What follows belongs to an exercise in optimizing a design on an open flow for small area and a short achievable clock period; a production flow would make more cautious choices. Only simulation tests tie the RTL to the original design; equivalence was not proved. No activity file was given, so power comes from the tool's default toggle rates.

==> flow/design.v <==
module fetch_unit_with_btb (
    input clk,
    input reset,
    input stall,
    input flush,
    input branch_taken_execute,
    input [31:0] pc_execute,
    input [31:0] target_pc_execute,
    output [31:0] pc_out,
    output btb_hit,
    output [31:0] predicted_pc
);
    reg [64*26-1:0] tag_q;
    reg [64*32-1:0] tgt_q;
    reg [64*2-1:0]  prd_q;
    reg [2*16-1:0]  ptr_q;
    reg [15:0]      full_q;
    reg [31:0] pc_q;
    reg        hit_q;       
    reg [31:0] pred_q;      
    reg [1:0]  hway_q;      
    reg [15:0] dsa, dsa1, dsa2, dsa3;
    reg [15:0] p_dec;       
    reg [15:0] p_set;       
    reg [3:0]  p_wtag, p_wtgt, p_wprd;
    reg [3:0]  p_mt, p_mp, p_mg;    
    reg [25:0] p_tag;
    reg [31:0] p_tgt;
    reg [1:0]  p_prd;
    assign pc_out = pc_q;
    assign btb_hit = hit_q;
    assign predicted_pc = pred_q;
    function [29:0] inc30(input [29:0] v);
        integer i;
        begin
            for (i = 0; i < 30; i = i + 1)
                inc30[i] = v[i] ^ ((v & ((30'd1 << i) - 30'd1)) == ((30'd1 << i) - 30'd1));
        end
    endfunction
    wire        T  = branch_taken_execute;
    wire        en = branch_taken_execute | flush;
    wire [3:0]  sx = pc_execute[5:2];
    wire [25:0] tx = pc_execute[31:6];
    wire [3:0]  sa = pred_q[5:2];
    wire [25:0] ta = pred_q[31:6];
    wire [15:0] dsx, dst, dsu;
    genvar g, h;
    generate
        for (g = 0; g < 16; g = g + 1) begin : dec
            assign dsx[g] = (sx == g);
            assign dst[g] = flush ? dsx[g] : dsa2[g];
            assign dsu[g] = flush ? dsx[g] : dsa3[g];
        end
    endgenerate
    wire [3:0] mt = p_mt;
    wire [3:0] mp = p_mp;
    wire [3:0] mg = p_mg;
    wire bx = |(dsx & p_dec);
    wire pm_x = (p_tag == tx);           
    wire pm_a = (p_tag == ta);           
    wire ba = |(dsa & p_dec);
    wire ba1 = |(dsa1 & p_dec);
    wire bt = |(dst & p_dec);
    wire bu = |(dsu & p_dec);
    wire [103:0] xtag, atag;
    wire [7:0]   xprd;
    wire [3:0]   aprd1;
    wire [1:0]   xptr, aptr;
    wire         xfull, afull;
    wire [127:0] trow;
    generate
        for (g = 0; g < 104; g = g + 1) begin : rtag
            wire [15:0] col;
            for (h = 0; h < 16; h = h + 1) begin : c
                assign col[h] = tag_q[h*104 + g];
            end
            btb_sel16 ux (.s(dsx), .d(col), .y(xtag[g]));
            if (g < 52) begin : lo
                btb_sel16 ua (.s(dsa), .d(col), .y(atag[g]));
            end else begin : hi
                btb_sel16 ua (.s(dsa1), .d(col), .y(atag[g]));
            end
        end
        for (g = 0; g < 8; g = g + 1) begin : rprd
            wire [15:0] col;
            for (h = 0; h < 16; h = h + 1) begin : c
                assign col[h] = prd_q[h*8 + g];
            end
            wire rx;
            btb_sel16 ux (.s(dsx), .d(col), .y(rx));
            assign xprd[g] = (bx & mp[g/2]) ? p_prd[g % 2] : rx;
            if (g % 2 == 1) begin : a
                wire r;
                btb_sel16 ua (.s(dsa1), .d(col), .y(r));
                assign aprd1[g/2] = (ba1 & mp[g/2]) ? p_prd[1] : r;
            end
        end
        for (g = 0; g < 3; g = g + 1) begin : rptr
            wire [15:0] col;
            for (h = 0; h < 16; h = h + 1) begin : c
                assign col[h] = (g == 2) ? full_q[h] : ptr_q[h*2 + g];
            end
            wire yx, ya;
            btb_sel16 ux (.s(dsx), .d(col), .y(yx));
            btb_sel16 ua (.s(dsa1), .d(col), .y(ya));
            if (g == 2) begin : f
                assign xfull = yx;
                assign afull = ya;
            end else begin : p
                assign xptr[g] = yx;
                assign aptr[g] = ya;
            end
        end
        for (g = 0; g < 128; g = g + 1) begin : rtgt
            wire [15:0] col;
            for (h = 0; h < 16; h = h + 1) begin : c
                assign col[h] = tgt_q[h*128 + g];
            end
            if (g % 32 < 16) begin : lo
                wire r;
                btb_sel16 ut (.s(dst), .d(col), .y(r));
                assign trow[g] = (bt & mg[g/32]) ? p_tgt[g % 32] : r;
            end else begin : hi
                wire r;
                btb_sel16 ut (.s(dsu), .d(col), .y(r));
                assign trow[g] = (bu & mg[g/32]) ? p_tgt[g % 32] : r;
            end
        end
    endgenerate
    wire [3:0] xv = {xfull, xfull | (xptr == 2'd3), xfull | xptr[1], xfull | (xptr != 2'd0)};
    wire [3:0] av = {afull, afull | (aptr == 2'd3), afull | aptr[1], afull | (aptr != 2'd0)};
    wire [3:0] em;
    wire [3:0] am;
    generate
        for (g = 0; g < 4; g = g + 1) begin : cmp
            wire ex, ea;
            btb_cmp26 ux (.a(xtag[g*26 +: 26]), .b(tx), .v(xv[g]), .y(ex));
            btb_cmp26 ua (.a(atag[g*26 +: 26]), .b(ta), .v(av[g]), .y(ea));
            assign em[g] = (bx & mt[g]) ? (xv[g] & pm_x) : ex;
            assign am[g] = ((g < 2 ? ba : ba1) & mt[g]) ? (av[g] & pm_a) : ea;
        end
    endgenerate
    wire       found = |em;
    wire [1:0] hw = {em[3] | em[2], em[3] | em[1]};
    wire [1:0] op = ({2{em[0]}} & xprd[1:0]) | ({2{em[1]}} & xprd[3:2]) |
                    ({2{em[2]}} & xprd[5:4]) | ({2{em[3]}} & xprd[7:6]);
    wire cond = (op == 2'b10 & ~T) | (op == 2'b01 & T);    
    wire np1  = found ? (T ? (op != 2'b00) : (op == 2'b11)) : T;
    wire keep_t = found & ~cond;                            
    wire [3:0] fpdec = {xptr == 2'd3, xptr == 2'd2, xptr == 2'd1, xptr == 2'd0};
    wire [3:0] wsel = found ? em : fpdec;      
    wire [3:0] wtag = found ? 4'd0 : fpdec;    
    wire [3:0] wtgt = found ? (em & {4{cond}}) : fpdec;    
    wire [1:0] p_new = ~found ? {T, ~T} :
                       T ? ((op == 2'b11) ? 2'b11 : op + 2'd1)
                         : ((op == 2'b00) ? 2'b00 : op - 2'd1);
    wire [1:0] uway = found ? hw : xptr;
    wire [1:0] aw = {am[3] | am[2], am[3] | am[1]};
    wire [29:0] x_inc = inc30(pc_execute[31:2]);
    wire [29:0] q_inc = inc30(stall ? pc_q[31:2] : pred_q[31:2]);    
    wire sameN = en & (pred_q[31:2] == pc_execute[31:2]);
    wire sameS = en & (pc_q[31:2] == pc_execute[31:2]);
    wire uX = flush | sameN;    
    wire [3:0] np1w, condw;
    generate
        for (g = 0; g < 4; g = g + 1) begin : pw
            wire [1:0] o = xprd[g*2 +: 2];
            assign condw[g] = (o == 2'b10 & ~T) | (o == 2'b01 & T);
            assign np1w[g] = T ? (o != 2'b00) : (o == 2'b11);
        end
    endgenerate
    wire [3:0] evA = {4{en & (sa == sx)}} & fpdec;
    wire [3:0] cX = {4{uX}} & np1w & ~condw;         
    wire [3:0] cA = {4{~uX}} & aprd1 & ~evA;         
    wire [3:0] cF = {4{~uX}} & aprd1;
    wire [3:0] selT;
    wire selI, selX, selQ, selP, hit_n;
    btb_ctl uctl (.em(em), .am(am), .cX(cX), .cA(cA), .cF(cF), .cI({4{uX}} & np1w & condw),
                  .kw(np1w & ~condw), .iw(np1w & condw), .evA(evA), .uX(uX), .uXT(uX & T), .T(T),
                  .stall(stall), .sameS(sameS),
                  .evS(en & (pc_q[5:2] == sx) & hit_q & (hway_q == xptr)), .hit_q(hit_q),
                  .selT(selT), .selI(selI), .selX(selX), .selQ(selQ), .selP(selP), .hit_n(hit_n));
    wire [1:0] lo_q = stall ? pc_q[1:0] : pred_q[1:0];
    wire [31:0] d_x = {x_inc, flush & ~stall ? pc_execute[1:0] : lo_q};
    wire [31:0] d_q = {q_inc, lo_q};
    wire [31:0] pred_n;
    generate
        for (g = 0; g < 32; g = g + 1) begin : pk
            btb_pick8 u (.s({selP, selQ, selX, selI, selT}),
                         .d({pred_q[g], d_q[g], d_x[g], target_pc_execute[g],
                             trow[96+g], trow[64+g], trow[32+g], trow[g]}),
                         .y(pred_n[g]));
        end
    endgenerate
    wire [31:0] pc_n = stall ? pc_q : flush ? pc_execute : pred_q;
    wire [1:0]  hway_n = stall ? (sameS ? uway : hway_q) : (uX ? uway : aw);
    wire [15:0] dsa_n, dsa1_n, dsa2_n, dsa3_n;
    generate
        for (g = 0; g < 16; g = g + 1) begin : dn
            wire [6:0] d = {d_q[5:2] == g, d_x[5:2] == g, target_pc_execute[5:2] == g,
                            trow[101:98] == g, trow[69:66] == g, trow[37:34] == g, trow[5:2] == g};
            btb_pick8 u0 (.s({selP, selQ, selX, selI, selT}), .d({dsa[g], d}), .y(dsa_n[g]));
            btb_pick8 u1 (.s({selP, selQ, selX, selI, selT}), .d({dsa1[g], d}), .y(dsa1_n[g]));
            btb_pick8 u2 (.s({selP, selQ, selX, selI, selT}), .d({dsa2[g], d}), .y(dsa2_n[g]));
            btb_pick8 u3 (.s({selP, selQ, selX, selI, selT}), .d({dsa3[g], d}), .y(dsa3_n[g]));
        end
    endgenerate
    always @(posedge clk or posedge reset) begin
        if (reset) begin
            pc_q <= 32'd0;
            hit_q <= 1'b0;
            pred_q <= 32'd4;
            dsa <= 16'd2;
            dsa1 <= 16'd2;
            dsa2 <= 16'd2;
            dsa3 <= 16'd2;
        end else begin
            pc_q <= pc_n;
            hit_q <= hit_n;
            pred_q <= pred_n;
            dsa <= dsa_n;
            dsa1 <= dsa1_n;
            dsa2 <= dsa2_n;
            dsa3 <= dsa3_n;
        end
    end
    always @(posedge clk)
        hway_q <= hway_n;
    always @(posedge clk or posedge reset) begin
        if (reset) begin
            p_mt <= 4'd0;
            p_mg <= 4'd0;
            p_mp <= 4'd0;
        end else begin
            p_mt <= wtag & {4{en}};
            p_mg <= wtgt & {4{en}};
            p_mp <= wsel & {4{en}};
        end
    end
    always @(posedge clk) begin
        p_dec <= dsx;
        p_set <= dsx & {16{en}};
        p_wtag <= wtag;
        p_wtgt <= wtgt;
        p_wprd <= wsel;
        p_tag <= tx;
        p_tgt <= target_pc_execute;
        p_prd <= p_new;
    end
    wire [64*26-1:0] tag_d;
    wire [64*32-1:0] tgt_d;
    wire [64*2-1:0]  prd_d;
    generate
        for (g = 0; g < 16; g = g + 1) begin : set
            wire upd = en & dsx[g];
            always @(posedge clk or posedge reset) begin
                if (reset) begin
                    ptr_q[g*2 +: 2] <= 2'd0;
                    full_q[g] <= 1'b0;
                end else if (upd & ~found) begin
                    ptr_q[g*2 +: 2] <= ptr_q[g*2 +: 2] + 2'd1;
                    full_q[g] <= full_q[g] | (ptr_q[g*2 +: 2] == 2'd3);
                end
            end
            for (h = 0; h < 4; h = h + 1) begin : way
                localparam integer E = g*4 + h;
                wire pv = p_set[g];
                wire we_tag = pv & p_wtag[h];
                wire we_tgt = pv & p_wtgt[h];
                wire we_prd = pv & p_wprd[h];
                genvar b;
                for (b = 0; b < 26; b = b + 1) begin : tb
                    btb_hold u (.q(tag_q[E*26 + b]), .wd(p_tag[b]), .we(we_tag), .hold(~we_tag),
                                .d(tag_d[E*26 + b]));
                end
                for (b = 0; b < 32; b = b + 1) begin : gb
                    btb_hold u (.q(tgt_q[E*32 + b]), .wd(p_tgt[b]), .we(we_tgt),
                                .hold(~we_tgt), .d(tgt_d[E*32 + b]));
                end
                for (b = 0; b < 2; b = b + 1) begin : pb
                    btb_hold u (.q(prd_q[E*2 + b]), .wd(p_prd[b]), .we(we_prd), .hold(~we_prd),
                                .d(prd_d[E*2 + b]));
                end
            end
        end
    endgenerate
    always @(posedge clk) begin
        tag_q <= tag_d;
        tgt_q <= tgt_d;
        prd_q <= prd_d;
    end
endmodule
module btb_aoi222 (
    input a0, input b0, input a1, input b1, input a2, input b2,
    output y
);
    assign y = ~((a0 & b0) | (a1 & b1) | (a2 & b2));
endmodule
module btb_sel16 (
    input [15:0] s,
    input [15:0] d,
    output y
);
    wire [5:0] n;
    genvar k;
    generate
        for (k = 0; k < 5; k = k + 1) begin : g
            btb_aoi222 u (.a0(s[3*k]), .b0(d[3*k]), .a1(s[3*k+1]), .b1(d[3*k+1]),
                          .a2(s[3*k+2]), .b2(d[3*k+2]), .y(n[k]));
        end
    endgenerate
    assign n[5] = ~(s[15] & d[15]);
    assign y = ~(n[0] & n[1] & n[2]) | ~(n[3] & n[4] & n[5]);
endmodule
module btb_hold (
    input q, input wd, input we, input hold,
    output d
);
    assign d = (q & hold) | (wd & we);
endmodule
module btb_cmp26 (
    input [25:0] a,
    input [25:0] b,
    input v,
    output y
);
    wire [26:0] x = {1'b0, a ^ b};            
    wire [8:0] n;                             
    wire [2:0] m;                             
    genvar k;
    generate
        for (k = 0; k < 9; k = k + 1) begin : g3
            btb_nor3 u (.a(x[3*k]), .b(x[3*k+1]), .c(x[3*k+2]), .y(n[k]));
        end
        for (k = 0; k < 3; k = k + 1) begin : g9
            btb_nand3 u (.a(n[3*k]), .b(n[3*k+1]), .c(n[3*k+2]), .y(m[k]));
        end
    endgenerate
    btb_nor4 u (.a(m[0]), .b(m[1]), .c(m[2]), .d(~v), .y(y));
endmodule
module btb_nor3 (input a, input b, input c, output y);
    assign y = ~(a | b | c);
endmodule
module btb_nand3 (input a, input b, input c, output y);
    assign y = ~(a & b & c);
endmodule
module btb_nor4 (input a, input b, input c, input d, output y);
    assign y = ~(a | b | c | d);
endmodule
module btb_pick8 (
    input [7:0] s,
    input [7:0] d,
    output y
);
    assign y = |(s & d);
endmodule
module btb_ctl (
    input [3:0] em,
    input [3:0] am,
    input [3:0] cX,
    input [3:0] cA,
    input [3:0] cF,
    input [3:0] cI,
    input [3:0] kw,
    input [3:0] iw,
    input [3:0] evA,
    input uX,
    input uXT,
    input T,
    input stall,
    input sameS,
    input evS,
    input hit_q,
    output [3:0] selT,
    output selI,
    output selX,
    output selQ,
    output selP,
    output hit_n
);
    wire found = |em;
    wire [3:0] st = (cX & em) | (am & (cA | (cF & {4{found}})));    
    wire anyT = |st;
    wire anyI = (|(em & cI)) | (uXT & ~found);
    wire kS = |(em & kw);                     
    wire iS = (|(em & iw)) | (~found & T);    
    wire evictS = evS & ~found;
    wire [3:0] amk = am & ~(evA & {4{~found}});
    assign selT = st & {4{~stall}};
    assign selI = stall ? (sameS & ~kS & iS) : (~anyT & anyI);
    assign selX = stall ? (sameS & ~kS & ~iS) : (~anyT & ~anyI & uX);
    assign selQ = stall ? (~sameS & evictS) : (~anyT & ~anyI & ~uX);
    assign selP = stall & (sameS ? kS : ~evictS);
    assign hit_n = stall ? (sameS | (hit_q & ~evictS)) : (uX | (|amk));
endmodule
==> flow/flow/run.sh <==
#!/bin/bash
set -o pipefail
bash standard.sh \
    MATCH_CELL_FOOTPRINT=0 \
    "BUFFER_PORTS_ARGS=-buffer_cell sky130_fd_sc_hd__buf_4" \
    "CTS_ARGS=-sink_clustering_enable -repair_clock_nets -dont_use_dummy_load -sink_clustering_size 24 -sink_clustering_max_diameter 80" \
    finish > flow.log 2>&1
==> flow/standard.sh <==
#!/bin/bash
# synth_recipe.tcl (not shown) runs the flow's synth.tcl, then flattens the netlist and writes it again
# the make line also repeats each setting of config.mk as NAME=value (left out here)
make -C /OpenROAD-flow-scripts/flow DESIGN_CONFIG=/design/flow/config.mk WORK_HOME=/design/flow/orfs CLKGATE_MAP_FILE= SYNTH_SCRIPT=/design/flow/synth_recipe.tcl "${@:-finish}"
==> flow/config.mk <==
export PLATFORM = sky130hd
export DESIGN_NAME = fetch_unit_with_btb
export DESIGN_NICKNAME = fetch_unit_with_btb
export VERILOG_FILES = /design/flow/design.v
export SDC_FILE = /design/flow/constraint.sdc
export NUM_CORES = 8
export LEC_CHECK = 0
export CAP_MARGIN = 20
export CORE_MARGIN = 2
export CORE_UTILIZATION = 55
export SETUP_SLACK_MARGIN = 5.0
export SLEW_MARGIN = 20
export SYNTH_HIERARCHICAL = 1
export TNS_END_PERCENT = 0
==> flow/constraint.sdc <==
create_clock -name core_clock -period 9.5 [get_ports {clk}]
set_input_delay 1.9000 -clock core_clock [delete_from_list [all_inputs] [get_ports {clk}]]
set_output_delay 1.9000 -clock core_clock [all_outputs]
set_load 0.01 [all_outputs]
==> results of run 1 <==
==> final cells by class <==
class / instances / area share [%]
Timing Repair inverter: 14 / 0.0795
Tap cell: 3762 / 2.67
Timing Repair Buffer: 739 / 3.90
Antenna cell: 54 / 0.0767
Multi-Input combinational cell: 8788 / 41.9
Clock buffer: 209 / 2.97
Sequential cell: 4135 / 47.7
Inverter: 295 / 0.789
==> worst min-delay path by stage <==
stage                           start                      to  slack, ps  cells past startpoint
6_report           prd_q[120]$_DFF_P_      prd_q[120]$_DFF_P_        490                      1
5_1_grt            tgt_q[442]$_DFF_P_      tgt_q[442]$_DFF_P_        500                      1
4_1_cts            tgt_q[994]$_DFF_P_      tgt_q[994]$_DFF_P_        480                      1
3_5_place_dp      tgt_q[1185]$_DFF_P_     tgt_q[1185]$_DFF_P_        470                      1
3_3_place_gp      tgt_q[1625]$_DFF_P_     tgt_q[1625]$_DFF_P_        460                      1
2_1_floorplan  full_q[12]$_DFFE_PP0P_  full_q[12]$_DFFE_PP0P_        450                      1
==> through the flow <==
stage	cell area (um2)	hold WS [ps]	worst slack [ps]
2_1_floorplan	158000	447	1230
3_3_place_gp	168000	464	1340
3_5_place_dp	168000	469	1200
4_1_cts	175000	485	3580
5_1_grt	176000	499	3300
6_report	176000	489	3190
==> per-layer routing <==
metal  track usage [%]  up-vias  part of all wire (%)
li1                  -    59600                     -
met1              64.6    76200                    36
met2              67.4    16200                    39
met3              22.5     3773                    17
met4              36.1       38                   8.3
met5              2.55        -                  0.11
==> modules after synthesis (local to each module, per instance) <==
module / cells inside / copies in the design / area (um2)
btb_aoi222: 1 / 1770 / 10.0
btb_cmp26: 28 / 8 / 235
btb_ctl: 52 / 1 / 327
btb_hold: 1 / 3840 / 8.76
btb_nand3: 1 / 24 / 5.00
btb_nor3: 1 / 72 / 10.0
btb_nor4: 1 / 8 / 12.5
btb_pick8: 5 / 96 / 36.3
btb_sel16: 3 / 354 / 16.3
fetch_unit_with_btb: 5821 / 1 / 94300
==> cell usage in the layout, fill, tap and decap left out, types with 33 or more instances in the layout <==
| cell | n |
|---|---|
| a222oi_1 | 1773 |
| a22o_1 | 3849 |
| a22oi_1 | 408 |
| and3_1 | 375 |
| buf_12 | 36 |
| buf_4 | 635 |
| clkbuf_16 | 231 |
| dfrtp_1 | 154 |
| dfxtp_1 | 3878 |
| dfxtp_2 | 34 |
| diode_2 | 54 |
| inv_1 | 230 |
| mux2_2 | 126 |
| mux2i_1 | 63 |
| nand2_1 | 626 |
| nand3_1 | 57 |
| nand4_1 | 483 |
| nor2_1 | 59 |
| nor3_1 | 33 |
| nor3_2 | 77 |
| nor4_1 | 50 |
| o21ai_0 | 52 |
| xnor2_1 | 106 |
| xor2_1 | 283 |
==> worst register-to-register path, stage by stage (launching register included) <==
cell,delay [ps]
dfstp_2,550
buf_4,550
buf_4,640
a222oi_1,180
and3_1,250
nand4_1,220
xor2_1,120
nor3_2,430
nand3_1,340
nor4_4,700
o21ai_0,170
o21ai_0,280
a22oi_1,270
nand4_1,170
or2_4,190
o22ai_4,130
buf_12,190
clkbuf_16,220
a22oi_1,250
nand4_1,120
==> timing repair <==
item,in CTS,in global routing
pin swaps,62,36
setup buffers,42,11
gates cloned,38,5
setup endpoints to repair,173,173
resized for setup,201,51
hold buffers,0,0
==> registers in the layout, indices dropped and copies added (netlist names), 26 cells and up <==
register and flops:
pc_q 32, p_tag 26, tgt_q 2048, prd_q 128, tag_q 1664, ptr_q 32, pred_q 32, p_tgt 32
==> logic make-up after synthesis <==
logic type,Yosys count,synth area share (%)
other cells,8,0.0190
compound gates,6219,35.3
buf+inv,430,1.05
mux,209,1.44
flops,4135,53.0
xor+xnor,389,2.16
fa+ha+maj,32,0.253
simple gates,1931,6.77
==> power breakdown <==
| part | switching [mW] | total (mW) | internal (mW) |
|---|---|---|---|
| combinational | 6.60 | 14.1 | 7.51 |
| sequential | 5.47 | 29.8 | 24.3 |
| clock | 5.77 | 9.69 | 3.92 |
==> qor.yml, run 1 <==
run_status:
  status: "timing/DRC/antenna clean"
logic_synthesis:
  yosysMostFrequentCell: "dfxtp_1"
  yosys-top-cells-count: "dfxtp_1, a22o_1, a222oi_1"
  synth-main-ff-cell: "dfxtp_1"
  async_flop_share_pct: 4.57
  synthesis.nets: 13500
  synth.area.top_cells: "dfxtp_1, a22o_1, a222oi_1"
  synth_top_area_share_pct: 50.0
  syn_avg_cell_area_um2: 11.8
  netlist.top_cell.by_area: "dfxtp_1"
  synth_edf_count: 2
  yosysWarnings: 7
  ys_ff_latch: 4135
  synth_area_mm2: 0.158
  synthCells: 13400
  synth_cell_type_count: 81
  ys_seq_area_share_pct: 53.0
timing:
  clock_skew_ps: 87.1
  hold_violations: 0
  timing.final.crit_share_pct: 66.5
  slew_viol_final: 0
  worst_pin_slew_ps: 1290
  setup_violations: 0
  layout_min_cycle_time_ps: 6310
  fmax_ghz: 0.158
  slew_headroom_pct: 13.8
  rsz0062_at_grt: "yes"
  finalSetupTns_ps: 0
worst_setup_path:
  startpoint: "pc_execute[2]"
  r2r_slack_ps: 3360
  slowest_stage: "nor4_4"
  reg2regPathDepth: 19
  cp_num_buf_inv: 7
  r2r-end: "pred_q[10]$_DFF_PP0_"
  arrival_ps: 7130
  max_stage_delay_ps: 450
  crit_path_start_kind: "primary input"
  cp_max_fo: 19
  path_cells: "buf_12 -> inv_6 -> ha_4 -> nand3_4 -> clkinv_8 -> buf_16 -> a222oi_1 -> and3_4 -> nand4_1 -> xor2_1 -> nor3_2 -> nand3_2 -> nor4_4 -> o21ai_2 -> and2_4 -> inv_6 -> or4_4 -> o211ai_4 -> or3_4 -> o22ai_4 -> clkbuf_16 -> clkbuf_16 -> a22oi_1 -> nand4_1"
  rr_startpoint: "dsa[1]$_DFF_PP1_"
  crit_required_ps: 10320
  crit_type: "primary input to flop"
  crit_path_end_kind: "flop"
  crit_end: "dsa2[3]$_DFF_PP0_"
  crit_cells: 24
  critPathTopFamily: "simple AND/OR/NAND/NOR gates"
grt:
  grt_pass1_vias: 145000
  antenna_found_initial: 63
  grt_overflow: 0
  grt_usage_pct: 50.7
  grt_max_degree: 121
  grt_pass1_wl_um: 1090000
detailed_routing:
  wl_per_cell_um: 43.9
  drc: 0
  drt_iter0_drc: 41500
  vias: 156000
  viasPerCell: 8.66
  drt_pass1_iterations: 22
  drt-total-wl_um: 790000
  ant_nets: 0
floorplanning:
  core_mm2: 0.285
  start_util_pct: 55.4
  rows: 196
  die_area_mm2: 0.292
  io_pins: 134
  die-height_um: 540
  die_width_um: 540
hold_path:
  hold_path.class: "flop to flop"
place:
  dp.cells: 17600
  place_congestion: 1.03
  dpl.hpwl_um: 458000
  port_buffers: 133
power:
  irDropWorstVdd_uv: 236
  p_per_area_mw_per_mm2: 304
  finalPower_mw: 53.6
  p_leak_nw: 66.5
clocking:
  htree_levels: 4
  cts_root_buf: "clkbuf_16"
  cts_buffers: 209
  cts.reportedPaths.clkPinSlew_ps: 70
  cts_tree: "done"
  cts.sinks: 4135
  clock_path_buffers: 4
  insertion_delay_ps: 970
finish:
  final_util_pct: 61.7
  multiInputGateArea_mm2: 0.0737
  final_cells: 18000
  area_delta_synth_final_pct: 11.5
  fillers: 22900
  regArea_mm2: 0.0840
  fin_nets: 14300
  drive_gt1_share_pct: 10.4
flow_run:
  maxCapViolCount: 0
==> inputs of run 2 (changes only) <==
--- a/flow/design.v
+++ b/flow/design.v
@@ -45,8 +45,8 @@
     wire [25:0] ta = pred_q[31:6];
     wire [15:0] dsx, dst, dsu;
+    btb_dec16 udx (.a(sx), .y(dsx));
     genvar g, h;
     generate
         for (g = 0; g < 16; g = g + 1) begin : dec
-            assign dsx[g] = (sx == g);
             assign dst[g] = flush ? dsx[g] : dsa2[g];
             assign dsu[g] = flush ? dsx[g] : dsa3[g];
@@ -325,5 +325,5 @@
     output y
 );
-    wire [26:0] x = {1'b0, a ^ b};            
+    wire [26:0] x = {~v, a ^ b};              
     wire [8:0] n;                             
     wire [2:0] m;                             
@@ -337,5 +337,5 @@
         end
     endgenerate
-    btb_nor4 u (.a(m[0]), .b(m[1]), .c(m[2]), .d(~v), .y(y));
+    btb_nor3 u (.a(m[0]), .b(m[1]), .c(m[2]), .y(y));
 endmodule
 module btb_nor3 (input a, input b, input c, output y);
@@ -345,7 +345,4 @@
     assign y = ~(a & b & c);
 endmodule
-module btb_nor4 (input a, input b, input c, input d, output y);
-    assign y = ~(a | b | c | d);
-endmodule
 module btb_pick8 (
     input [7:0] s,
@@ -394,2 +391,13 @@
     assign hit_n = stall ? (sameS | (hit_q & ~evictS)) : (uX | (|amk));
 endmodule
+module btb_dec16 (
+    input [3:0] a,
+    output [15:0] y
+);
+    genvar k;
+    generate
+        for (k = 0; k < 16; k = k + 1) begin : d
+            assign y[k] = (a == k);
+        end
+    endgenerate
+endmodule
==> qor.yml, run 2 <==
run_status:
  status: "timing/DRC/antenna clean"
clocking:
  holdBufCountCts: 0
  cts_buffers: 205
  cts.sinks: 4135
  cts_root_buf: "clkbuf_16"
  cts_tree: "done"
  cts.reportedPaths.clkPinSlew_ps: 100
  clock_path_buffers: 4
  htree_levels: 4
  insertion_delay_ps: 1000
timing:
  rsz0062_at_grt: "yes"
  setup_violations: 0
  hold_violations: 0
  clock_skew_ps: 126
  finalSetupTns_ps: 0
  timing.final.crit_share_pct: 64.7
  worst_pin_slew_ps: 1340
  slew_viol_final: 0
  slew_headroom_pct: 11.0
  fmax_ghz: 0.163
  whs_ps: 467
  layout_min_cycle_time_ps: 6140
detailed_routing:
  vias: 157000
  viasPerCell: 8.70
  drt-total-wl_um: 803000
  drt_iter0_drc: 43200
  ant_nets: 0
  drc: 0
  drt_pass1_iterations: 15
  wl_per_cell_um: 44.5
worst_setup_path:
  reg2regPathDepth: 20
  crit_type: "primary input to flop"
  path_cells: "clkbuf_16 -> and4bb_4 -> mux2_4 -> buf_4 -> a222oi_1 -> and3_1 -> nand4_1 -> mux2_2 -> nand2_1 -> nor2_1 -> a22oi_1 -> nand4_1"
  r2r_slack_ps: 3590
  crit_path_start_kind: "primary input"
  cp_max_fo: 38
  crit_path_end_kind: "flop"
  crit_required_ps: 10350
  r2r-end: "pred_q[12]$_DFF_PP0_"
  rr_startpoint: "dsa1[2]$_DFF_PP0_"
  max_stage_delay_ps: 840
  critPathTopFamily: "simple AND/OR/NAND/NOR gates"
  slowest_stage: "and4bb_4"
  arrival_ps: 7000
  cp_num_buf_inv: 2
  path_common_cell: "nand4_1"
place:
  port_buffers: 133
  dpl.hpwl_um: 462000
  place_congestion: 1.00
logic_synthesis:
  yosysWarnings: 7
  yosysMostFrequentCell: "dfxtp_1"
  ys_seq_area_share_pct: 53.0
  synth-main-ff-cell: "dfxtp_1"
  synth_edf_count: 2
  synth_top_area_share_pct: 50.0
  synthCells: 13300
  async_flop_share_pct: 4.57
  synth_cell_type_count: 82
  yosys-top-cells-count: "dfxtp_1, a22o_1, a222oi_1"
  synth.area.top_cells: "dfxtp_1, a22o_1, a222oi_1"
  ys_ff_latch: 4135
  synthesis.nets: 13400
  netlist.top_cell.by_area: "dfxtp_1"
  synth_area_mm2: 0.158
  syn_avg_cell_area_um2: 11.9
floorplanning:
  die_area_mm2: 0.292
  die-height_um: 540
  die_width_um: 540
  start_util_pct: 55.4
  rows: 196
  io_pins: 134
  core_mm2: 0.285
power:
  pwr-share-clk_pct: 18.0
  p_leak_nw: 66.9
  p_per_area_mw_per_mm2: 305
  combPwrFrac_pct: 26.6
  intPower_mw: 35.7
  irDropWorstVdd_uv: 209
  pwr-share-seq_pct: 55.4
  swShare_pct: 33.4
  p_sw_mw: 17.9
hold_path:
  min_from: "p_tgt[19]$_DFF_P_"
  hold_path_end: "tgt_q[1939]$_DFF_P_"
  hold_path.class: "flop to flop"
  worstHoldPathCells: 1
finish:
  layout_common_cells: "dfxtp_1, a22o_1, a222oi_1, buf_4, nand2_1"
  largest_reg_flops: 2048
  fin_nets: 14300
  regMostFlops: "tgt_q"
  reg.largest.list: "tgt_q x2048, tag_q x1664, prd_q x128"
  final_common_cell: "dfxtp_1"
  area_delta_synth_final_pct: 11.4
  drive_gt1_share_pct: 10.7
grt:
  grt_pass1_vias: 145000
  antenna_found_initial: 83
  grt_usage_pct: 51.2
  grt_max_degree: 121
  grt_overflow: 0
  grt_pass1_wl_um: 1090000
flow_run:
  maxCapViolCount: 0
==> run 2: modules after synthesis, one instance, submodules excluded <==
module / cells / flops+latches / times used / cell area [um2]
btb_aoi222: 1 / 0 / 1770 / 10.0
btb_cmp26: 27 / 0 / 8 / 231
btb_ctl: 52 / 0 / 1 / 327
btb_dec16: 20 / 0 / 1 / 277
btb_hold: 1 / 0 / 3840 / 8.76
btb_nand3: 1 / 0 / 24 / 5.00
btb_nor3: 1 / 0 / 80 / 10.0
btb_pick8: 5 / 0 / 96 / 36.3
btb_sel16: 3 / 0 / 354 / 16.3
fetch_unit_with_btb: 5754 / 4135 / 1 / 94100
==> run 2: cell type report <==
type                    instances  area [um2]
diodes                         84         210
clock buffers                 205        5130
fillers                     22800      109000
inverters                     244         952
multi-input cells            8811       73600
flip-flops and latches       4135       84000
well taps                    3762        4710
repair buffers                792        7440
repair inverters                1        5.00
==> run 2: worst max path at each step <==
stage                        from                 end  cells after the start
detailed placement  pc_execute[4]   dsa1[0]$_DFF_PP0_                     21
global placement    pc_execute[4]   dsa1[0]$_DFF_PP0_                     21
CTS                 pc_execute[2]  dsa2[12]$_DFF_PP0_                     23
global route        pc_execute[3]   dsa1[8]$_DFF_PP0_                     21
finish              pc_execute[2]   dsa1[7]$_DFF_PP0_                     12
floorplan           pc_execute[4]   dsa1[1]$_DFF_PP1_                     22
==> run 2: cells by family (layout without fill, tap and decap cells) <==
kind of cell             Yosys count  in the layout  share of synthesized area (%)
AND/OR/NAND/NOR                 1948           1960                           6.82
AO/OA/AOI/OAI                   6202           6202                           35.2
other                              0             84                              0
buffers and inverters            364           1242                          0.957
multiplexers                     234            234                           1.62
adder cells (fa/ha/maj)           32             32                          0.253
XOR/XNOR                         383            383                           2.13
flip-flops                      4135           4135                           53.0
==> run 2: per-layer routing <==
| metal | track usage [%] | wire length (um) |
|---|---|---|
| met1 | 63.9 | 282000 |
| met2 | 66.7 | 305000 |
| met3 | 26.2 | 148000 |
| met4 | 37.1 | 67800 |
| met5 | 2.32 | 1660 |
==> run 2: metrics by stage <==
stage	setup WS (ps)	cell area, um2	cells	utilization [%]	power [mW]
5_1_grt	3600	176000	18000	61.6	54.9
3_5_place_dp	1500	168000	17600	58.9	42.9
3_3_place_gp	1610	168000	17600	58.9	42.0
4_1_cts	3750	174000	17900	61.1	52.2
2_1_floorplan	542	158000	13300	-	37.6
6_report	3360	176000	18000	61.7	53.6
==> run 2: power by group through the flow <==
stage | Clock (mW) | Combinational (mW) | Sequential, mW
floorplan | 0 | 9.42 | 28.2
global placement | 0 | 12.8 | 29.2
detailed placement | 0 | 13.2 | 29.6
CTS | 9.50 | 13.4 | 29.3
global route | 10.1 | 14.5 | 30.3
finish | 9.63 | 14.3 | 29.7
==> run 2: what timing repair did <==
item | in CTS | in global routing
setup endpoints to repair | 174 | 174
gates cloned | 22 | 23
pin swaps | 36 | 70
setup buffers | 53 | 61
resized for setup | 84 | 106
==> inputs of run 3 (changes only) <==
--- a/flow/design.v
+++ b/flow/design.v
@@ -20,5 +20,7 @@
     reg [31:0] pred_q;      
     reg [1:0]  hway_q;      
-    reg [15:0] dsa, dsa1, dsa2, dsa3;
+    reg [15:0] dsa, dsa1n, dsa2, dsa3n;
+    wire [15:0] dsa1 = ~dsa1n;
+    wire [15:0] dsa3 = ~dsa3n;
     reg [15:0] p_dec;       
     reg [15:0] p_set;       
@@ -195,5 +197,5 @@
     wire [31:0] pc_n = stall ? pc_q : flush ? pc_execute : pred_q;
     wire [1:0]  hway_n = stall ? (sameS ? uway : hway_q) : (uX ? uway : aw);
-    wire [15:0] dsa_n, dsa1_n, dsa2_n, dsa3_n;
+    wire [15:0] dsa_n, dsa2_n;
     generate
         for (g = 0; g < 16; g = g + 1) begin : dn
@@ -201,7 +203,5 @@
                             trow[101:98] == g, trow[69:66] == g, trow[37:34] == g, trow[5:2] == g};
             btb_pick8 u0 (.s({selP, selQ, selX, selI, selT}), .d({dsa[g], d}), .y(dsa_n[g]));
-            btb_pick8 u1 (.s({selP, selQ, selX, selI, selT}), .d({dsa1[g], d}), .y(dsa1_n[g]));
             btb_pick8 u2 (.s({selP, selQ, selX, selI, selT}), .d({dsa2[g], d}), .y(dsa2_n[g]));
-            btb_pick8 u3 (.s({selP, selQ, selX, selI, selT}), .d({dsa3[g], d}), .y(dsa3_n[g]));
         end
     endgenerate
@@ -212,7 +212,7 @@
             pred_q <= 32'd4;
             dsa <= 16'd2;
-            dsa1 <= 16'd2;
+            dsa1n <= ~16'd2;
             dsa2 <= 16'd2;
-            dsa3 <= 16'd2;
+            dsa3n <= ~16'd2;
         end else begin
             pc_q <= pc_n;
@@ -220,7 +220,7 @@
             pred_q <= pred_n;
             dsa <= dsa_n;
-            dsa1 <= dsa1_n;
+            dsa1n <= ~dsa_n;
             dsa2 <= dsa2_n;
-            dsa3 <= dsa3_n;
+            dsa3n <= ~dsa2_n;
         end
     end
@@ -395,9 +395,14 @@
     output [15:0] y
 );
+    wire [3:0] lo = {a[1] & a[0], a[1] & ~a[0], ~a[1] & a[0], ~a[1] & ~a[0]};
+    wire [3:0] hi = {a[3] & a[2], a[3] & ~a[2], ~a[3] & a[2], ~a[3] & ~a[2]};
     genvar k;
     generate
         for (k = 0; k < 16; k = k + 1) begin : d
-            assign y[k] = (a == k);
+            btb_and2 u (.a(lo[k % 4]), .b(hi[k / 4]), .y(y[k]));
         end
     endgenerate
 endmodule
+module btb_and2 (input a, input b, output y);
+    assign y = a & b;
+endmodule
==> qor.yml, run 3 <==
run_status:
  status: "timing/DRC/antenna clean"
power:
  swShare_pct: 33.4
  pwr-share-clk_pct: 18.0
  p_leak_nw: 66.6
  combPwrFrac_pct: 26.4
  p_sw_mw: 17.9
  irDropWorstVdd_uv: 247
  p_per_area_mw_per_mm2: 307
  pwr-share-seq_pct: 55.6
  intPower_mw: 35.8
detailed_routing:
  drt_iter0_drc: 42100
  drt_pass1_iterations: 17
  drt-total-wl_um: 799000
  drc: 0
  wl_per_cell_um: 44.7
  ant_nets: 0
  vias: 154000
  viasPerCell: 8.61
place:
  place_congestion: 1.01
  dpl.hpwl_um: 456000
  dp.cells: 17500
  port_buffers: 133
floorplanning:
  die_width_um: 538
  die_area_mm2: 0.290
  core_mm2: 0.285
  start_util_pct: 55.2
  rows: 196
  io_pins: 134
  die-height_um: 538
logic_synthesis:
  ys_seq_area_share_pct: 53.4
  synth_cell_type_count: 81
  synthesis.nets: 13300
  synth_edf_count: 2
  synthCells: 13200
  synth-main-ff-cell: "dfxtp_1"
  ys_ff_latch: 4135
  synth_area_mm2: 0.157
  synth.area.top_cells: "dfxtp_1, a22o_1, a222oi_1"
  async_flop_share_pct: 4.57
  yosysMostFrequentCell: "dfxtp_1"
  yosysWarnings: 7
  yosys-top-cells-count: "dfxtp_1, a22o_1, a222oi_1"
  netlist.top_cell.by_area: "dfxtp_1"
  synth_top_area_share_pct: 50.3
  syn_avg_cell_area_um2: 11.9
finish:
  regArea_mm2: 0.0840
  fillers: 22900
  final_common_cell: "dfxtp_1"
  drive_gt1_share_pct: 11.1
  layout_common_cells: "dfxtp_1, a22o_1, a222oi_1, buf_4, nand2_1"
  final_cells: 17900
  reg.largest.list: "tgt_q x2048, tag_q x1664, prd_q x128"
  fin_nets: 14200
  regMostFlops: "tgt_q"
  largest_reg_flops: 2048
  multiInputGateArea_mm2: 0.0725
  area_delta_synth_final_pct: 11.4
worst_setup_path:
  crit_path_start_kind: "primary input"
  crit_path_end_kind: "flop"
  crit_required_ps: 10260
  arrival_ps: 6810
  cp_max_fo: 62
  crit_type: "primary input to flop"
timing:
  clock_skew_ps: 114
  setup_violations: 0
  layout_min_cycle_time_ps: 6050
  worst_pin_slew_ps: 1320
  slew_viol_final: 0
  slew_headroom_pct: 12.0
  timing.final.crit_share_pct: 63.7
  hold_violations: 0
  rsz0062_at_grt: "yes"
  fmax_ghz: 0.165
  whs_ps: 490
  finalSetupTns_ps: 0
hold_path:
  hold_path.class: "flop to flop"
clocking:
  cts_buffers: 207
  insertion_delay_ps: 990
  clock_path_buffers: 4
  cts.reportedPaths.clkPinSlew_ps: 60
  cts_tree: "done"
  cts.sinks: 4135
  htree_levels: 4
  cts_root_buf: "clkbuf_16"
  holdBufCountCts: 0
grt:
  grt_max_degree: 123
  met3_usage_pct: 25.5
  grt_overflow: 0
  grt_pass1_wl_um: 1100000
  top_usage_layer: "met2"
  antenna_found_initial: 77
  grt_pass1_vias: 143000
  grt_usage_pct: 51.8
  globalRouteMet1Util_pct: 64.6
  use_met2_pct: 68.5
flow_run:
  maxCapViolCount: 0
## run 3: cell count changes in the layout (fill, tap and decap cells not counted), sizes merged, moves of 30 or more
cell / change
nand4: -30
and2: +30
inv: +59
a22oi: -130
diode: -49
## run 3: logic make-up (layout without fill, tap and decap cells)
logic type	after synthesis	after routing	synth area share (%)
muxes	230	230	1.59
DFF	4135	4135	53.4
adders and majority gates	32	32	0.255
xor gates and xnor gates	386	386	2.16
AOI/OAI and AO/OA	6074	6074	34.9
other	0	35	0
and+or+nand+nor	1922	1948	6.66
buffers and inverters	435	1291	1.12
## run 3: final cells by class
| type | instances | area share, % |
|---|---|---|
| diodes | 35 | 0.0501 |
| clock buffers | 207 | 2.96 |
| repair buffers | 776 | 4.15 |
| flip-flops and latches | 4135 | 48.0 |
| inverters | 308 | 0.672 |
| multi-input cells | 8670 | 41.5 |
| well taps | 3762 | 2.69 |
## run 3: path summary, 6_finish.rpt
path | cells after the start | startpoint | end | slack (ps)
min in group asynchronous | 3 | reset | dsa2[13]$_DFF_PP0_ | 1240
hold / removal | 1 | tgt_q[1772]$_DFF_P_ | tgt_q[1772]$_DFF_P_ | 490
setup reg to reg | 22 | dsa1n[1]$_DFF_PP0_ | dsa[6]$_DFF_PP0_ | 3460
max in group asynchronous | 4 | reset | dsa[0]$_DFF_PP0_ | 6660
hold reg to reg | 1 | tgt_q[1772]$_DFF_P_ | tgt_q[1772]$_DFF_P_ | 490
setup / recovery | 23 | pc_execute[2] | dsa[6]$_DFF_PP0_ | 3450
## run 3: worst max-delay path, cell delays in order
cell and delay [ps]:
buf_12 130, nor2_4 370, and2_4 510, buf_12 410
a222oi_1 150, nand4_1 150, xor2_1 90, nor3_2 360
nand3_2 180, nor3_4 380, a21boi_4 280, nor2_4 60
inv_2 50, buf_6 100, buf_4 170, a222oi_1 110
and3_4 220, nand3_1 140, o21ai_4 90, buf_12 150
clkbuf_16 190, a22oi_1 240, nand4_1 180
## run 3: through the flow
stage               setup WS, ps  utilization, %  instance area, um2  total power [mW]
detailed placement          1420            58.6              167000              42.9
global route                3530            61.4              175000              54.9
finish                      3450            61.4              175000              53.7
floorplan                   2530               -              157000              37.5
global placement            1540            58.6              167000              42.2
CTS                         3810            61.2              174000              52.3
## run 3: metal layers
layer | vias to the layer above | share of wire (%) | wire, um
li1 | 58900 | - | -
met1 | 75400 | 35 | 277000
met2 | 16000 | 38 | 305000
met3 | 3786 | 18 | 147000
met4 | 52 | 8.8 | 70100
met5 | - | 0.076 | 609
## run 3: modules after synthesis (local to each module, per instance)
module	cells	times used	flip-flops and latches	cell area [um2]
btb_and2	1	16	0	6.26
btb_aoi222	1	1770	0	10.0
btb_cmp26	27	8	0	231
btb_ctl	52	1	0	327
btb_dec16	8	1	0	57.6
btb_hold	1	3840	0	8.76
btb_nand3	1	24	0	5.00
btb_nor3	1	80	0	10.0
btb_pick8	5	64	0	36.3
btb_sel16	3	354	0	16.3
fetch_unit_with_btb	5826	1	4135	94400
## run 3: power by group through the flow
stage / registers, mW / logic [mW] / clock network (mW)
detailed placement: 29.7 / 13.2 / 0
CTS: 29.4 / 13.3 / 9.53
floorplan: 28.1 / 9.43 / 0
global placement: 29.4 / 12.8 / 0
finish: 29.8 / 14.2 / 9.64
global route: 30.3 / 14.5 / 10.1
## run 3: what timing repair did
action                                 4_1_cts  5_1_grt
pin swaps                                   92       56
cloned                                      40        4
setup endpoints to repair                  176      175
endpoints found under the hold margin        0        0
resized for setup                          172       46
setup buffers                              113        7
==> inputs of run 4 (changes only) <==
--- a/flow/design.v
+++ b/flow/design.v
@@ -77,9 +77,9 @@
                 assign col[h] = tag_q[h*104 + g];
             end
-            btb_sel16 ux (.s(dsx), .d(col), .y(xtag[g]));
+            btb_sel16f ux (.s(dsx), .d(col), .y(xtag[g]));
             if (g < 52) begin : lo
-                btb_sel16 ua (.s(dsa), .d(col), .y(atag[g]));
+                btb_sel16f ua (.s(dsa), .d(col), .y(atag[g]));
             end else begin : hi
-                btb_sel16 ua (.s(dsa1), .d(col), .y(atag[g]));
+                btb_sel16f ua (.s(dsa1), .d(col), .y(atag[g]));
             end
         end
@@ -407,2 +407,32 @@
     assign y = a & b;
 endmodule
+module btb_sel16f (
+    input [15:0] s,
+    input [15:0] d,
+    output y
+);
+    wire [3:0] q;
+    genvar k;
+    generate
+        for (k = 0; k < 4; k = k + 1) begin : g
+            btb_sel4 u (.s(s[4*k +: 4]), .d(d[4*k +: 4]), .y(q[k]));
+        end
+    endgenerate
+    wire n0, n1;
+    btb_nor2 u0 (.a(q[0]), .b(q[1]), .y(n0));
+    btb_nor2 u1 (.a(q[2]), .b(q[3]), .y(n1));
+    btb_nand2 u2 (.a(n0), .b(n1), .y(y));
+endmodule
+module btb_nor2 (input a, input b, output y);
+    assign y = ~(a | b);
+endmodule
+module btb_nand2 (input a, input b, output y);
+    assign y = ~(a & b);
+endmodule
+module btb_sel4 (
+    input [3:0] s,
+    input [3:0] d,
+    output y
+);
+    assign y = |(s & d);
+endmodule
==> qor.yml, run 4 <==
detailed_routing:
  ant_nets: 0
  wl_per_cell_um: 40.5
  drc: 0
  vias: 156000
  drt_iter0_drc: 31800
  viasPerCell: 8.01
  drt-total-wl_um: 788000
  drt_pass1_iterations: 12
logic_synthesis:
  synth_edf_count: 2
  syn_avg_cell_area_um2: 11.0
  yosysWarnings: 7
  synth_top_area_share_pct: 49.0
  synth_cell_type_count: 81
  synth-main-ff-cell: "dfxtp_1"
  synth_area_mm2: 0.161
  ys_ff_latch: 4135
  yosys-top-cells-count: "dfxtp_1, a22o_1, a22oi_1"
  async_flop_share_pct: 4.57
  ys_seq_area_share_pct: 52.0
  yosysMostFrequentCell: "dfxtp_1"
  netlist.top_cell.by_area: "dfxtp_1"
  synthesis.nets: 14800
  synthCells: 14700
  synth.area.top_cells: "dfxtp_1, a22o_1, a22oi_1"
grt:
  antenna_found_initial: 67
  grt_pass1_vias: 146000
  grt_overflow: 0
  grt_pass1_wl_um: 1090000
  grt_max_degree: 76
  grt_usage_pct: 49.8
finish:
  largest_reg_flops: 2048
  reg.largest.list: "tgt_q x2048, tag_q x1664, prd_q x128"
  fin_nets: 15600
  final_common_cell: "dfxtp_1"
  regMostFlops: "tgt_q"
  layout_common_cells: "dfxtp_1, a22o_1, a22oi_1, nand2_1, a222oi_1"
  drive_gt1_share_pct: 10.5
  area_delta_synth_final_pct: 11.7
  final_cells: 19500
worst_setup_path:
  cp_max_fo: 34
  slowest_stage: "mux2_4"
  cp_num_buf_inv: 5
  crit_path_end_kind: "flop"
  crit_path_start_kind: "primary input"
  critPathTopFamily: "simple AND/OR/NAND/NOR gates"
  crit_required_ps: 10300
  path_cells: "buf_12 -> nor2_4 -> buf_4 -> and2_4 -> clkbuf_16 -> mux2_4 -> buf_4 -> a222oi_1 -> and3_1 -> nand4_1 -> mux2_2 -> nand2b_1 -> nor2_1 -> a22oi_1 -> nand4_1 -> inv_1"
  arrival_ps: 6680
  max_stage_delay_ps: 780
  crit_type: "primary input to flop"
power:
  irDropWorstVdd_uv: 227
  pwr-share-clk_pct: 18.0
  p_sw_mw: 17.8
  p_leak_nw: 73.0
  p_per_area_mw_per_mm2: 297
  pwr-share-seq_pct: 55.3
  intPower_mw: 35.7
  swShare_pct: 33.2
  combPwrFrac_pct: 26.7
  finalPower_mw: 53.5
timing:
  layout_min_cycle_time_ps: 5870
  timing.final.crit_share_pct: 61.8
  fmax_ghz: 0.170
  fin_ws_ps: 3630
  hold_violations: 0
  finalSetupTns_ps: 0
  setup_violations: 0
  worst_pin_slew_ps: 1320
  rsz0062_at_grt: "yes"
  clock_skew_ps: 89.5
  slew_headroom_pct: 11.2
  whs_ps: 491
  slew_viol_final: 0
clocking:
  insertion_delay_ps: 980
  cts_tree: "done"
  holdBufCountCts: 0
  cts_buffers: 206
  cts_root_buf: "clkbuf_16"
  htree_levels: 4
  cts.reportedPaths.clkPinSlew_ps: 90
  cts.sinks: 4135
  clock_path_buffers: 4
run_status:
  status: "timing/DRC/antenna clean"
floorplanning:
  start_util_pct: 55.3
  die_area_mm2: 0.297
  rows: 198
  io_pins: 134
  core_mm2: 0.291
  die-height_um: 545
  die_width_um: 545
flow_run:
  maxCapViolCount: 0
place:
  port_buffers: 133
  place_congestion: 1.03
  dp.cells: 19000
  dpl.hpwl_um: 449000
  dp_slack_ps: 1670
hold_path:
  hold_path.class: "flop to flop"
==> run 4: kinds of logic after synthesis <==
group / count (synthesis) / synth area share, %
AOI/OAI and AO/OA: 6698 / 35.3
DFF: 4135 / 52.0
and+or+nand+nor: 2754 / 7.78
buffers and inverters: 435 / 1.09
xor gates and xnor gates: 386 / 2.10
muxes: 230 / 1.55
adders and majority gates: 32 / 0.248
==> run 4: metrics by stage <==
step	util (%)	area, um2
after floorplan	-	161000
after global placement	58.6	171000
after detailed placement	58.7	171000
after CTS	61.5	179000
after global routing	61.8	180000
final	61.8	180000
==> run 4: modules after synthesis, one instance, submodules excluded, excerpt <==
| module | flops+latches | cells inside | copies in the design |
|---|---|---|---|
| btb_and2 | 0 | 1 | 16 |
| btb_cmp26 | 0 | 27 | 8 |
| btb_ctl | 0 | 52 | 1 |
| btb_dec16 | 0 | 8 | 1 |
| btb_hold | 0 | 1 | 3840 |
| btb_nand2 | 0 | 1 | 208 |
| btb_nand3 | 0 | 1 | 24 |
| btb_nor3 | 0 | 1 | 80 |
| btb_sel4 | 0 | 3 | 832 |
| fetch_unit_with_btb | 4135 | 5826 | 1 |
==> run 4: layer usage <==
layer / up-vias / global-route usage, % / wire length, um
li1: 61800 / - / -
met1: 76700 / 58.9 / 272000
met2: 14100 / 69.0 / 318000
met3: 3574 / 20.5 / 116000
met4: 77 / 43.8 / 81100
met5: - / 1.51 / 1040
==> run 4: final timing paths <==
check	startpoint	end	slack (ps)	depth (start not counted)
worst max-delay path	pc_execute[4]	dsa3n[1]$_DFF_PP0_	3630	16
worst min-delay path	tgt_q[971]$_DFF_P_	tgt_q[971]$_DFF_P_	490	1
worst max register to register	dsa1n[6]$_DFF_PP1_	dsa3n[1]$_DFF_PP0_	3910	23
worst min register to register	tgt_q[971]$_DFF_P_	tgt_q[971]$_DFF_P_	490	1
max in group asynchronous	reset	dsa[5]$_DFF_PP0_	6970	4
min in group asynchronous	reset	pc_q[29]$_DFFE_PP0N_	1020	2
==> run 4: layout make-up <==
type | instances | area [um2]
Inverter | 308 | 1190
Fill cell | 23900 | 111000
Multi-Input combinational cell | 10100 | 77200
Sequential cell | 4135 | 84000
Timing Repair Buffer | 769 | 7480
Clock buffer | 206 | 5150
Tap cell | 3900 | 4880
Antenna cell | 45 | 113
==> run 4: repair_timing <==
action                     4_1_cts  5_1_grt
buffers inserted               119       24
resized for setup              295       48
hold endpoints to repair         0        0
cloned                          53        4
setup endpoints to repair      174      174
pin swaps                       88       56
==> run 4: worst register-to-register path: stages, from the launching register on <==
cell       delay, ps
dfstp_2          520
inv_2            280
buf_4            510
a222oi_1         490
nand4_1          500
or2_2            560
nor2_1           210
inv_1             70
inv_1             90
nor3_2            70
nand3_1          100
nor3_2            80
o21ai_0          100
o41ai_1          120
buf_4            200
a22oi_2          270
nand4_1          140
or2_4            320
o22ai_4          210
buf_6            190
clkbuf_16        220
a22oi_2           90
nand4_1          110
inv_1             50
==> run 4: power groups by stage <==
stage	registers [mW]	logic (mW)	clock network, mW
final	29.6	14.3	9.62
after global routing	30.2	14.6	10.2
after CTS	29.2	13.5	9.55
after detailed placement	29.5	13.2	0
after global placement	29.1	12.9	0
after floorplan	28.2	9.50	0
==> inputs of run 5 (changes only) <==
--- a/flow/design.v
+++ b/flow/design.v
@@ -23,5 +23,4 @@
     wire [15:0] dsa1 = ~dsa1n;
     wire [15:0] dsa3 = ~dsa3n;
-    reg [15:0] p_dec;       
     reg [15:0] p_set;       
     reg [3:0]  p_wtag, p_wtgt, p_wprd;
@@ -58,11 +57,11 @@
     wire [3:0] mp = p_mp;
     wire [3:0] mg = p_mg;
-    wire bx = |(dsx & p_dec);
+    wire bx = |(dsx & p_set);
     wire pm_x = (p_tag == tx);           
     wire pm_a = (p_tag == ta);           
-    wire ba = |(dsa & p_dec);
-    wire ba1 = |(dsa1 & p_dec);
-    wire bt = |(dst & p_dec);
-    wire bu = |(dsu & p_dec);
+    wire ba = |(dsa & p_set);
+    wire ba1 = |(dsa1 & p_set);
+    wire bt = |(dst & p_set);
+    wire bu = |(dsu & p_set);
     wire [103:0] xtag, atag;
     wire [7:0]   xprd;
@@ -145,4 +144,12 @@
     wire       found = |em;
     wire [1:0] hw = {em[3] | em[2], em[3] | em[1]};
+    wire [3:0] np1w, condw;
+    generate
+        for (g = 0; g < 4; g = g + 1) begin : pw
+            wire [1:0] o = xprd[g*2 +: 2];
+            assign condw[g] = (o == 2'b10 & ~T) | (o == 2'b01 & T);
+            assign np1w[g] = T ? (o != 2'b00) : (o == 2'b11);
+        end
+    endgenerate
     wire [1:0] op = ({2{em[0]}} & xprd[1:0]) | ({2{em[1]}} & xprd[3:2]) |
                     ({2{em[2]}} & xprd[5:4]) | ({2{em[3]}} & xprd[7:6]);
@@ -153,8 +160,16 @@
     wire [3:0] wsel = found ? em : fpdec;      
     wire [3:0] wtag = found ? 4'd0 : fpdec;    
-    wire [3:0] wtgt = found ? (em & {4{cond}}) : fpdec;    
-    wire [1:0] p_new = ~found ? {T, ~T} :
-                       T ? ((op == 2'b11) ? 2'b11 : op + 2'd1)
-                         : ((op == 2'b00) ? 2'b00 : op - 2'd1);
+    wire [3:0] wtgt = (em & condw) | ({4{~found}} & fpdec);    
+    wire [7:0] pnw;                  
+    generate
+        for (g = 0; g < 4; g = g + 1) begin : pn
+            wire [1:0] o = xprd[g*2 +: 2];
+            assign pnw[g*2 +: 2] = T ? ((o == 2'b11) ? 2'b11 : o + 2'd1)
+                                     : ((o == 2'b00) ? 2'b00 : o - 2'd1);
+        end
+    endgenerate
+    wire [1:0] p_new = ({2{em[0]}} & pnw[1:0]) | ({2{em[1]}} & pnw[3:2]) |
+                       ({2{em[2]}} & pnw[5:4]) | ({2{em[3]}} & pnw[7:6]) |
+                       ({2{~found}} & {T, ~T});
     wire [1:0] uway = found ? hw : xptr;
     wire [1:0] aw = {am[3] | am[2], am[3] | am[1]};
@@ -164,12 +179,4 @@
     wire sameS = en & (pc_q[31:2] == pc_execute[31:2]);
     wire uX = flush | sameN;    
-    wire [3:0] np1w, condw;
-    generate
-        for (g = 0; g < 4; g = g + 1) begin : pw
-            wire [1:0] o = xprd[g*2 +: 2];
-            assign condw[g] = (o == 2'b10 & ~T) | (o == 2'b01 & T);
-            assign np1w[g] = T ? (o != 2'b00) : (o == 2'b11);
-        end
-    endgenerate
     wire [3:0] evA = {4{en & (sa == sx)}} & fpdec;
     wire [3:0] cX = {4{uX}} & np1w & ~condw;         
@@ -239,5 +246,4 @@
     end
     always @(posedge clk) begin
-        p_dec <= dsx;
         p_set <= dsx & {16{en}};
         p_wtag <= wtag;
--- a/flow/config.mk
+++ b/flow/config.mk
@@ -12,3 +12,3 @@
 export SLEW_MARGIN = 20
 export SYNTH_HIERARCHICAL = 1
-export TNS_END_PERCENT = 0
+export TNS_END_PERCENT = 100
==> qor.yml, run 5 <==
power:
  swShare_pct: 33.7
  finalPower_mw: 54.0
  pwr-share-clk_pct: 18.0
  p_sw_mw: 18.2
  combPwrFrac_pct: 27.1
  irDropWorstVdd_uv: 252
  pwr-share-seq_pct: 54.9
  intPower_mw: 35.8
  p_per_area_mw_per_mm2: 296
  p_leak_nw: 73.9
finish:
  drive_gt1_share_pct: 11.9
  final_common_cell: "dfxtp_1"
  reg.largest.list: "tgt_q x2048, tag_q x1664, prd_q x128"
  largest_reg_flops: 2048
  fillers: 23600
  layout_common_cells: "dfxtp_1, a22o_1, a22oi_1, nand2_1, a222oi_1"
  regMostFlops: "tgt_q"
  regArea_mm2: 0.0837
  fin_nets: 15800
  final_cells: 19600
  area_delta_synth_final_pct: 13.0
  multiInputGateArea_mm2: 0.0786
timing:
  setup_violations: 0
  worst_pin_slew_ps: 1280
  hold_violations: 0
  rsz0062_at_grt: "yes"
  slew_viol_final: 0
  fmax_ghz: 0.167
  clock_skew_ps: 98.0
  layout_min_cycle_time_ps: 5980
  timing.final.crit_share_pct: 63.0
  slew_headroom_pct: 14.5
  finalSetupTns_ps: 0
logic_synthesis:
  synth.area.top_cells: "dfxtp_1, a22o_1, a22oi_1"
  netlist.top_cell.by_area: "dfxtp_1"
  yosys-top-cells-count: "dfxtp_1, a22o_1, a22oi_1"
  synth_top_area_share_pct: 48.7
  ys_seq_area_share_pct: 51.7
  synth-main-ff-cell: "dfxtp_1"
  syn_avg_cell_area_um2: 11.0
  synth_area_mm2: 0.161
  synthesis.nets: 14800
  ys_ff_latch: 4119
  yosysMostFrequentCell: "dfxtp_1"
  yosysWarnings: 7
  synthCells: 14700
  synth_edf_count: 2
  synth_cell_type_count: 83
  async_flop_share_pct: 4.59
clocking:
  htree_levels: 4
  insertion_delay_ps: 990
  cts_root_buf: "clkbuf_16"
  cts.sinks: 4119
  holdBufCountCts: 0
  cts.reportedPaths.clkPinSlew_ps: 80
  clock_path_buffers: 4
  cts_buffers: 210
  cts_tree: "done"
worst_setup_path:
  crit_required_ps: 10270
  crit_path_start_kind: "primary input"
  crit_path_end_kind: "flop"
  arrival_ps: 6750
  cp_max_fo: 10
  crit_type: "primary input to flop"
  r2r_slack_ps: 3770
detailed_routing:
  vias: 158000
  drt-total-wl_um: 797000
  drc: 0
  drt_pass1_iterations: 17
  drt_iter0_drc: 33200
  ant_nets: 0
  viasPerCell: 8.05
  wl_per_cell_um: 40.6
hold_path:
  hold_path.class: "flop to flop"
floorplanning:
  die_width_um: 546
  io_pins: 134
  core_mm2: 0.292
  rows: 198
  die-height_um: 546
  start_util_pct: 55.4
  die_area_mm2: 0.298
place:
  place_congestion: 1.04
  port_buffers: 133
  dpl.hpwl_um: 461000
  dp.cells: 19100
flow_run:
  maxCapViolCount: 0
run_status:
  status: "timing/DRC/antenna clean"
grt:
  grt_pass1_vias: 146000
  grt_pass1_wl_um: 1100000
  grt_overflow: 0
  grt_max_degree: 134
  grt_usage_pct: 50.2
  antenna_found_initial: 84
[run 5: area by class of cell]
cell class / instances / share of cell area, %
clock buffers: 210 / 2.88
well taps: 3900 / 2.67
multi-input cells: 10200 / 43.0
diodes: 58 / 0.0795
inverters: 293 / 0.616
flip-flops and latches: 4119 / 45.9
repair buffers: 853 / 4.83
[run 5: stage by stage]
stage / setup slack, ps / cell area, um2 / hold slack (ps) / utilization (%)
after CTS: 3930 / 180000 / 488 / 61.8
final: 3520 / 183000 / 490 / 62.6
after global placement: 896 / 171000 / 464 / 58.6
after global routing: 3580 / 182000 / 499 / 62.5
after floorplan: 2870 / 162000 / 447 / -
after detailed placement: 889 / 171000 / 469 / 58.7
[run 5: kinds of logic (layout without fill, tap and decap cells)]
logic type / Yosys count / in the layout / share of synthesized area, %
buffers and inverters: 435 / 1356 / 1.07
AND/OR/NAND/NOR: 2792 / 2821 / 8.01
multiplexers: 249 / 249 / 1.68
flip-flops: 4119 / 4119 / 51.7
other: 0 / 58 / 0
AO/OA/AOI/OAI: 6687 / 6687 / 35.2
adder cells (fa/ha/maj): 35 / 35 / 0.267
XOR/XNOR: 388 / 388 / 2.10
[run 5: timing repair]
item                                    4_1_cts  5_1_grt
setup buffers                               153       42
gates cloned                                 60       10
pin swaps                                   167      127
endpoints found under the setup margin      173      173
resized for setup                           377      173
hold endpoints to repair                      0        0
[run 5: power by group through the flow]
| stage | clock network [mW] | logic [mW] | registers (mW) |
|---|---|---|---|
| 3_5_place_dp | 0 | 13.4 | 29.6 |
| 4_1_cts | 9.60 | 13.7 | 29.2 |
| 6_report | 9.70 | 14.6 | 29.6 |
| 5_1_grt | 10.2 | 15.0 | 30.2 |
| 3_3_place_gp | 0 | 13.0 | 29.1 |
| 2_1_floorplan | 0 | 9.51 | 28.1 |
[run 5: final timing paths]
path	cells after the start	start	to
max	26	pc_execute[2]	pred_q[14]$_DFF_PP0_
min	1	tgt_q[1344]$_DFF_P_	tgt_q[1344]$_DFF_P_
max reg2reg	21	dsa1n[9]$_DFF_PP1_	pred_q[14]$_DFF_PP0_
min reg2reg	1	tgt_q[1344]$_DFF_P_	tgt_q[1344]$_DFF_P_
max in group asynchronous	4	reset	pred_q[26]$_DFF_PP0_
min in group asynchronous	3	reset	ptr_q[21]$_DFFE_PP0P_
[run 5: per-layer routing]
| layer | track usage [%] | part of all wire, % | vias to the layer above |
|---|---|---|---|
| met2 | 67.8 | 39 | 14800 |
| li1 | - | - | 62100 |
| met4 | 35.4 | 8.1 | 46 |
| met5 | 0.304 | 0.039 | - |
| met3 | 22.7 | 17 | 3224 |
| met1 | 62.9 | 36 | 77800 |
[run 5: per-module statistics from Yosys, one instance, submodules excluded, excerpt]
module / area, um2 / copies in the design / flip-flops and latches / cells inside
btb_aoi222: 10.0 / 730 / 0 / 1
btb_and2: 6.26 / 16 / 0 / 1
btb_dec16: 57.6 / 1 / 0 / 8
btb_ctl: 327 / 1 / 0 / 52
btb_sel4: 18.8 / 832 / 0 / 3
btb_nand2: 3.75 / 208 / 0 / 1
btb_nand3: 5.00 / 24 / 0 / 1
[run 5: worst max-delay path, cell delays in order]
cell and delay (ps):
buf_12 120, and2b_4 230, and2_4 230, buf_16 180
a22oi_2 190, nand2_2 90, nor2_4 430, nand2_4 120
xor2_4 190, nor3_2 230, nand3_2 190, nor3_4 510
a21bo_2 300, and2_4 160, clkinv_4 60, buf_4 110
nor4_4 50, a21oi_1 180, or2_4 200, o22ai_4 90
buf_12 130, buf_12 140, buf_4 140, buf_12 140
a22oi_1 210, nand4_1 130

## afterwards: timing with drivers on the ports
How much do the figures lean on ideal ports? The routed layouts below were timed once more, with nothing changed but the port constraints. Step 1 sets driving cells, clkbuf_16 on the clock port and buf_2 on the other inputs (assumed; they add their load-dependent delay and slew). Step 2 adds t to the input delays and takes it off the output delays; t is the mean of the earliest and latest rising clock arrival at the registers after step 1. Input paths then give back, and output paths get back, about the clock's delay inside the block. Slacks: ideal ports / drivers / drivers and shift; pairs: ideal ports / drivers.
run	t (ns)	setup slack, ns	worst slew at a driven data input, ns
run 1	1.039	3.187 / 3.031 / 1.992	0.32
run 2	1.040	3.357 / 3.037 / 1.998	0.48
run 3	1.042	3.453 / 3.333 / 2.291	0.33
run 4	1.038	3.627 / 3.588 / 2.550	0.18
run 5	1.068	3.517 / 3.397 / 2.329	0.30
After both steps setup and hold are still met in every run listed. For run 2, which loses most, drivers alone change the setup slack by -0.320 ns; drivers and shift together by -1.359 ns.
